This is an optimization exercise on Yosys and OpenROAD, whose aim is small area, a short achievable clock period and few clock cycles, not a production implementation. In this exercise RTL edits were held to simulation tests only and were not proved equivalent to the original. Power and IR drop assume default switching activity.

$ cat design.v
module RegisterFile (
    input  logic        clk,
    input  logic        rst_n,
    input  logic        we,
    input  logic [4:0]  waddr,
    input  logic [31:0] wdata,
    input  logic [4:0]  raddr1,
    input  logic [4:0]  raddr2,
    output logic [31:0] rdata1,
    output logic [31:0] rdata2
);
    logic [31:0] rf [1:31];
    logic [31:1] valid;
    always_ff @(posedge clk or negedge rst_n) begin
        if (!rst_n)
            valid <= '0;
        else if (we)
            valid[waddr] <= 1'b1;
    end
    always_ff @(posedge clk) begin
        if (we)
            rf[waddr] <= wdata;
    end
    always_comb begin
        rdata1 = '0;
        rdata2 = '0;
        if (raddr1 != 5'd0 && valid[raddr1]) rdata1 = rf[raddr1];
        if (raddr2 != 5'd0 && valid[raddr2]) rdata2 = rf[raddr2];
    end
endmodule
`timescale 1ns / 1ps
module rv32i_core (
    input  logic        clk,
    input  logic        rst_n,
    output logic [31:0] imem_addr,
    input  logic [31:0] imem_rdata,
    output logic [31:0] dmem_addr,
    output logic [3:0]  dmem_we,
    output logic [31:0] dmem_wdata,
    input  logic [31:0] dmem_rdata,
    output logic        halt
);
    localparam logic [4:0] LUI    = 5'b01101;
    localparam logic [4:0] AUIPC  = 5'b00101;
    localparam logic [4:0] JAL    = 5'b11011;
    localparam logic [4:0] JALR   = 5'b11001;
    localparam logic [4:0] BRANCH = 5'b11000;
    localparam logic [4:0] LOAD   = 5'b00000;
    localparam logic [4:0] STORE  = 5'b01000;
    localparam logic [4:0] OP_IMM = 5'b00100;
    localparam logic [4:0] OP     = 5'b01100;
    localparam logic [4:0] SYSTEM = 5'b11100;
    logic [31:2] pc_f;       
    logic [31:2] pc_e;       
    logic        e_valid;
    logic [31:0] ir;         
    logic [31:0] a_reg, b_reg;
    logic        halt_r;
    logic [4:0] op;
    logic [2:0] f3;
    logic [4:0] rd;
    assign op = ir[6:2];
    assign f3 = ir[14:12];
    assign rd = ir[11:7];
    logic exec;
    assign exec = e_valid & ~halt_r;
    logic is_lui, is_auipc, is_jal, is_jalr, is_br, is_load, is_store, is_opimm, is_op;
    assign is_lui   = (op == LUI);
    assign is_auipc = (op == AUIPC);
    assign is_jal   = (op == JAL);
    assign is_jalr  = (op == JALR);
    assign is_br    = (op == BRANCH);
    assign is_load  = (op == LOAD);
    assign is_store = (op == STORE);
    assign is_opimm = (op == OP_IMM);
    assign is_op    = (op == OP);
    logic [31:0] imm_i, imm_s, imm_b, imm_u, imm_j;
    assign imm_i = {{21{ir[31]}}, ir[30:20]};
    assign imm_s = {{21{ir[31]}}, ir[30:25], ir[11:7]};
    assign imm_b = {{20{ir[31]}}, ir[7], ir[30:25], ir[11:8], 1'b0};
    assign imm_u = {ir[31:12], 12'b0};
    assign imm_j = {{12{ir[31]}}, ir[19:12], ir[20], ir[30:21], 1'b0};
    logic [31:0] op2;
    assign op2 = (is_op | is_br) ? b_reg : (is_store ? imm_s : imm_i);
    logic sub;
    assign sub = is_br | (is_op & ir[30] & (f3 == 3'b000)) | ((is_op | is_opimm) & (f3[2:1] == 2'b01));
    logic [32:0] sum33;
    assign sum33 = {1'b0, a_reg} + {1'b0, op2 ^ {32{sub}}} + {32'd0, sub};
    logic [31:0] sum;
    assign sum = sum33[31:0];
    logic ltu, lt;
    assign ltu = ~sum33[32];
    assign lt  = (a_reg[31] ^ op2[31]) ? a_reg[31] : ltu;
    logic eq;
    assign eq = (a_reg == b_reg);
    logic cond;
    always_comb begin
        case (f3)
            3'b000:  cond = eq;
            3'b001:  cond = ~eq;
            3'b100:  cond = lt;
            3'b101:  cond = ~lt;
            3'b110:  cond = ltu;
            3'b111:  cond = ~ltu;
            default: cond = 1'b0;
        endcase
    end
    logic [31:0] timm;
    assign timm = is_jal ? imm_j : (is_br ? imm_b : imm_u);
    logic [31:0] tsum;
    assign tsum = {pc_e, 2'b00} + timm;
    logic redirect;
    assign redirect = exec & (is_jal | is_jalr | (is_br & cond));
    logic [31:2] fetch_pc;
    assign fetch_pc = !redirect ? pc_f : (is_jalr ? sum[31:2] : tsum[31:2]);
    assign imem_addr = {fetch_pc, 2'b00};
    logic [4:0] shamt;
    assign shamt = is_op ? b_reg[4:0] : ir[24:20];
    logic [31:0] sh_in, sh_rev, sh_out, sh_res;
    logic        sh_left, sh_fill;
    assign sh_left = (f3 == 3'b001);
    assign sh_fill = ir[30] & a_reg[31] & ~sh_left;
    always_comb begin
        for (int i = 0; i < 32; i++) sh_rev[i] = a_reg[31 - i];
    end
    assign sh_in  = sh_left ? sh_rev : a_reg;
    assign sh_out = $signed({sh_fill, sh_in}) >>> shamt;
    always_comb begin
        for (int i = 0; i < 32; i++) sh_res[i] = sh_left ? sh_out[31 - i] : sh_out[i];
    end
    logic [31:0] alu_res;
    always_comb begin
        case (f3)
            3'b000:  alu_res = sum;
            3'b001:  alu_res = sh_res;
            3'b010:  alu_res = {31'd0, lt};
            3'b011:  alu_res = {31'd0, ltu};
            3'b100:  alu_res = a_reg ^ op2;
            3'b101:  alu_res = sh_res;
            3'b110:  alu_res = a_reg | op2;
            default: alu_res = a_reg & op2;
        endcase
    end
    logic [31:0] ld_data;
    logic [15:0] ld_h;
    logic [7:0]  ld_b;
    assign ld_h = sum[1] ? dmem_rdata[31:16] : dmem_rdata[15:0];
    assign ld_b = sum[0] ? ld_h[15:8] : ld_h[7:0];
    always_comb begin
        case (f3[1:0])
            2'b00:   ld_data = {{24{ld_b[7] & ~f3[2]}}, ld_b};
            2'b01:   ld_data = {{16{ld_h[15] & ~f3[2]}}, ld_h};
            default: ld_data = dmem_rdata;
        endcase
    end
    logic [31:0] wb_data;
    always_comb begin
        if (is_load)                 wb_data = ld_data;
        else if (is_jal | is_jalr)   wb_data = {pc_f, 2'b00};
        else if (is_lui)             wb_data = imm_u;
        else if (is_auipc)           wb_data = tsum;
        else                         wb_data = alu_res;
    end
    logic wb_en;
    assign wb_en = exec & (rd != 5'd0) &
                   (is_lui | is_auipc | is_jal | is_jalr | is_load | is_opimm | is_op);
    assign dmem_addr = sum;
    always_comb begin
        case (f3[1:0])
            2'b00: begin
                dmem_wdata = {4{b_reg[7:0]}};
                dmem_we    = 4'b0001 << sum[1:0];
            end
            2'b01: begin
                dmem_wdata = {2{b_reg[15:0]}};
                dmem_we    = sum[1] ? 4'b1100 : 4'b0011;
            end
            default: begin
                dmem_wdata = b_reg;
                dmem_we    = 4'b1111;
            end
        endcase
        if (!(exec & is_store))
            dmem_we = 4'b0000;
    end
    logic [4:0] rs1_f, rs2_f;
    assign rs1_f = imem_rdata[19:15];
    assign rs2_f = imem_rdata[24:20];
    logic [31:0] rf_rs1, rf_rs2;
    RegisterFile register_file (
        .clk(clk),
        .rst_n(rst_n),
        .we(wb_en),
        .waddr(rd),
        .wdata(wb_data),
        .raddr1(rs1_f),
        .raddr2(rs2_f),
        .rdata1(rf_rs1),
        .rdata2(rf_rs2)
    );
    logic byp1, byp2;
    assign byp1 = wb_en & (rd == rs1_f);
    assign byp2 = wb_en & (rd == rs2_f);
    always_ff @(posedge clk or negedge rst_n) begin
        if (!rst_n) begin
            pc_f    <= 30'h0040_0000;
            e_valid <= 1'b0;
            halt_r  <= 1'b0;
        end else if (!halt_r) begin
            pc_f    <= fetch_pc + 30'd1;
            e_valid <= 1'b1;
            halt_r  <= (imem_rdata[6:2] == SYSTEM);
        end
    end
    always_ff @(posedge clk) begin
        if (!halt_r) begin
            pc_e  <= fetch_pc;
            ir    <= imem_rdata;
            a_reg <= byp1 ? wb_data : rf_rs1;
            b_reg <= byp2 ? wb_data : rf_rs2;
        end
    end
    assign halt = halt_r;
endmodule
$ cat run.sh
#!/bin/bash
# synth_recipe.tcl (not shown) runs the flow's synth.tcl, then flattens the netlist and writes it again
# the make line also repeats each setting of config.mk as NAME=value (left out here)
make -C /OpenROAD-flow-scripts/flow DESIGN_CONFIG=/design/flow/config.mk WORK_HOME=/design/flow/orfs CLKGATE_MAP_FILE= SYNTH_SCRIPT=/design/flow/synth_recipe.tcl finish
$ cat config.mk
export PLATFORM = sky130hd
export DESIGN_NAME = rv32i_core
export DESIGN_NICKNAME = rv32i_core
export VERILOG_FILES = /design/flow/design.v
export SDC_FILE = /design/flow/constraint.sdc
export NUM_CORES = 4
export LEC_CHECK = 0
export CAP_MARGIN = 20
export CORE_MARGIN = 2
export CORE_UTILIZATION = 30
export PLACE_DENSITY = 0.5
export SLEW_MARGIN = 20
$ cat constraint.sdc
create_clock -name core_clock -period 11.0 [get_ports {clk}]
set_input_delay 2.2000 -clock core_clock [delete_from_list [all_inputs] [get_ports {clk}]]
set_output_delay 2.2000 -clock core_clock [all_outputs]
set_load 0.01 [all_outputs]
==> impl_metrics.env <==
export IMPL_status="timing/DRC/antenna clean"
export IMPL_path_class="reg2out"
export IMPL_r2r_start="ir[4]"
export IMPL_io_buffer_count=162
export IMPL_ir_drop_mv=0.169
export IMPL_nets=4910
export IMPL_place_congestion=0.996
export IMPL_largest_reg_flops=992
export IMPL_p_leak_nw=26.1
export IMPL_start_kind="register"
export IMPL_slew_headroom_pct=16.0
export IMPL_cts_tree="yes"
export IMPL_slew_viol_final=0
export IMPL_start_util_pct=30.3
export IMPL_first_global_vias=45000
export IMPL_cp_end_kind="output port"
export IMPL_hpwl_um=168000
export IMPL_crit_slowest_cell="a31oi_1"
export IMPL_synthAdderAreaFrac_pct=2.67
export IMPL_wl_per_cell_um=33.4
export IMPL_clkTransAtPathRegs_ns=0.06
export IMPL_yosysTopAreaCellShare_pct=50.3
export IMPL_synth_top_family_by_area="multiplexers"
export IMPL_cts_max_level=4
export IMPL_grt_usage_pct=22.6
export IMPL_min_path_cells=1
export IMPL_io_pins=167
export IMPL_rsz0062_at_grt="no"
export IMPL_synth_area_um2=66600
export IMPL_synth_enable_flop_cells=1116
export IMPL_clk_latency_ns=0.84
export IMPL_hold_ws_ns=0.471
export IMPL_postCtsSetupBuffers=0
export IMPL_hold_viol=0
export IMPL_synth_most_common_cell="edfxtp_1"
export IMPL_synth_simple_gate_area_share_pct=5.52
export IMPL_cp_cell_sequence="inv_1 > a31oi_1 > o31a_1 > xnor2_1 > ha_1 > a21o_1 > a31oi_1 > nor3_1 > or4_1 > o22ai_1 > xor2_1 > inv_1 > a21oi_1 > o21ai_0 > clkdlybuf4s50_1"
export IMPL_ys_top_cells_by_area="edfxtp_1 (50%), mux4_2 (21%), mux2i_1 (3.6%)"
export IMPL_post_route_cell_area_um2=76900
export IMPL_r2r_end="pc_f[18]"
export IMPL_tightestPinTransition_ns=1.23
export IMPL_cts_root_buffer="clkbuf_16"
export IMPL_fill_cells=20900
export IMPL_cts_hold_buf=0
export IMPL_grt_pass1_wl_um=359000
export IMPL_cts_buffers=138
export IMPL_powerDensity_nw_per_um2=185
export IMPL_setup_violations_final=0
export IMPL_wl_um=259000
export IMPL_synth_ff_latch_count=1179
export IMPL_synth_compound_area_share_pct=8.81
export IMPL_cp_num_buf_inv=3
export IMPL_cts_resized=0
export IMPL_num_vias=45500
export IMPL_min_to="register_file.valid[2]"
export IMPL_path_depth=15
export IMPL_max_stage_delay_ns=0.84
export IMPL_grt_max_degree=96
export IMPL_antenna_found_initial=12
export IMPL_fmax_mhz=99.7
export IMPL_p_total_w=0.0142
export IMPL_yosysWarnings=2
export IMPL_design_core_area_um2=220000
export IMPL_post_route_drc_count=0
export IMPL_setup_slack_ns=0.974
export IMPL_synth_mux_area_fraction_pct=25.5
export IMPL_arrival_ns=7.83
export IMPL_fp_row_count=172
export IMPL_ys_async_sr_fraction_pct=5.34
export IMPL_reg2reg_slack_ns=2.43
export IMPL_drive_gt1_share_pct=24.0
export IMPL_die_h_um=475
export IMPL_viasPerCell=5.86
export IMPL_detail_route_antenna_nets=0
export IMPL_max_cap_violations=0
export IMPL_synth_xor_area_share_pct=2.02
export IMPL_register_area_um2=35100
export IMPL_grt_overflow=0
export IMPL_cts_buffer_depth=3
export IMPL_die_area_um2=226000
export IMPL_dpl_worst_slack_ns=1.97
export IMPL_clkSinkCount=1179
export IMPL_yosysTopAreaCell="edfxtp_1"
export IMPL_final_setup_tns_ns=0
export IMPL_ys_types=97
export IMPL_dpl_cell_area_um2=72400
export IMPL_fin_skew_ns=0.0775
export IMPL_dr_pass1_iters=6
export IMPL_finalCritPeriodShare_pct=91.1
export IMPL_synth_area_per_cell_um2=14.6
export IMPL_synthesis_instances=4561
export IMPL_r2r_cells=23
export IMPL_synthFlopType="edfxtp_1"
export IMPL_yosysSeqAreaShare_pct=52.7
export IMPL_worstPathRequired_ns=8.80
export IMPL_die_w_um=475
export IMPL_hp_class="reg2reg"
export IMPL_syn_to_final_growth_pct=15.5
export IMPL_hold_start="register_file.valid[2]"
export IMPL_crit_fanout=11
export IMPL_drt_iter0_drc=5752
export IMPL_multi_input_comb_area_um2=30100
export IMPL_period_needed_ns=10.03
export IMPL_crit_family="compound AO/OA/AOI/OAI gates"
export IMPL_synth_top_cells_by_count="edfxtp_1 (1116), mux4_2 (627), nor2_1 (281), a21oi_1 (264), nand2_1 (243)"
-- where the power goes --
| group | internal [W] | switching [W] | total [W] |
|---|---|---|---|
| registers | 0.00546 | 0.000215 | 0.00568 |
| logic | 0.00139 | 0.00264 | 0.00403 |
| clock network | 0.00253 | 0.00198 | 0.00452 |
| total | 0.00938 | 0.00484 | 0.0142 |
-- stage by stage --
stage,util [%],cells
2_1_floorplan,-,4562
3_3_place_gp,32.9,7520
5_1_grt,34.9,7768
6_report,34.9,7772
3_5_place_dp,32.9,7520
4_1_cts,34.9,7766
-- worst max path at each step --
stage | to | slack, ns | from
floorplan | imem_addr[3] | 3.19 | ir[2]
global placement | imem_addr[21] | 1.91 | ir[12]
detailed placement | imem_addr[21] | 1.97 | ir[12]
CTS | imem_addr[21] | 1.08 | ir[12]
global route | imem_addr[29] | 0.69 | ir[4]
finish | imem_addr[21] | 0.97 | ir[12]
-- cells in the final DEF (no fill, tap or decap), drive strengths merged, types with 64 or more instances in the layout --
cell           count
mux4             627
nor2             281
mux2i            239
clkinv            64
inv              141
clkdlybuf4s50    151
xnor2            104
buf              191
clkbuf           168
a21oi            264
o21ai            204
edfxtp          1116
ha               139
a21o              75
nand2            245
-- worst reg2reg max path, stage by stage (launching register included) --
cell	delay, ns
edfxtp_1	0.54
nor2b_1	0.39
nand3_1	0.59
o31ai_4	0.19
buf_4	0.53
xnor2_1	0.26
ha_1	0.49
nand2_2	0.19
or4_1	0.70
a311oi_2	0.31
o41ai_2	0.20
and3_1	0.26
o311ai_4	0.76
buf_4	0.32
nand2_1	0.07
o21ai_0	0.20
ha_1	0.34
nand3b_1	0.10
mux2_4	0.29
and4b_1	0.59
or3b_1	0.62
nor4_4	0.30
xnor2_1	0.15
o21ai_1	0.07
-- kinds of logic after synthesis --
| family | Yosys count |
|---|---|
| AOI/OAI and AO/OA | 907 |
| xor gates and xnor gates | 152 |
| adders and majority gates | 141 |
| buffers and inverters | 479 |
| DFF | 1179 |
| muxes | 905 |
| other | 1 |
| and+or+nand+nor | 797 |
-- area by class of cell --
cell class	count	area share, %
diodes	5	0.0163
clock buffers	166	4.68
clock inverters	80	1.10
inverters	136	0.670
multi-input cells	2904	39.1
flip-flops and latches	1179	45.6
well taps	2958	4.81
repair buffers	344	3.99
-- metal layers --
layer / global-route usage, % / wire, um / vias up
met5: 0 / 28 / -
met4: 8.90 / 10800 / 4
met3: 3.81 / 19700 / 410
met2: 35.9 / 120000 / 2172
met1: 30.8 / 109000 / 24200
li1: - / - / 18800
Testbench counts, summed over its fixed seeds: cycles 37,878.

static timing again, ports no longer ideal:
The results above use ideal ports. As a check the final layout listed here was re-extracted and re-timed, cells and wires unchanged.
Step 1 (the two cells are an assumption about what drives the block):
set clk [get_ports {clk}]
set_driving_cell -lib_cell sky130_fd_sc_hd__clkbuf_16 $clk
set_driving_cell -lib_cell sky130_fd_sc_hd__buf_2 [delete_from_list [all_inputs] $clk]
Step 2 adds t to the input delays and takes it off the output delays; t is the mean of the earliest and latest rising clock arrival at the registers after step 1. Input paths then give back, and output paths get back, about the clock's delay inside the block.
Three values: no drivers, after step 1, after step 2; two values: the first two.
shift t [ns]: 0.893
setup slack, ns: 0.974 / 0.885 / 1.778
clock arrival spread, ns: 0.078 / 0.078
After both steps this run still meets setup and hold. The setup slack of this run moves by -0.089 ns with the drivers and by +0.804 ns with both steps.
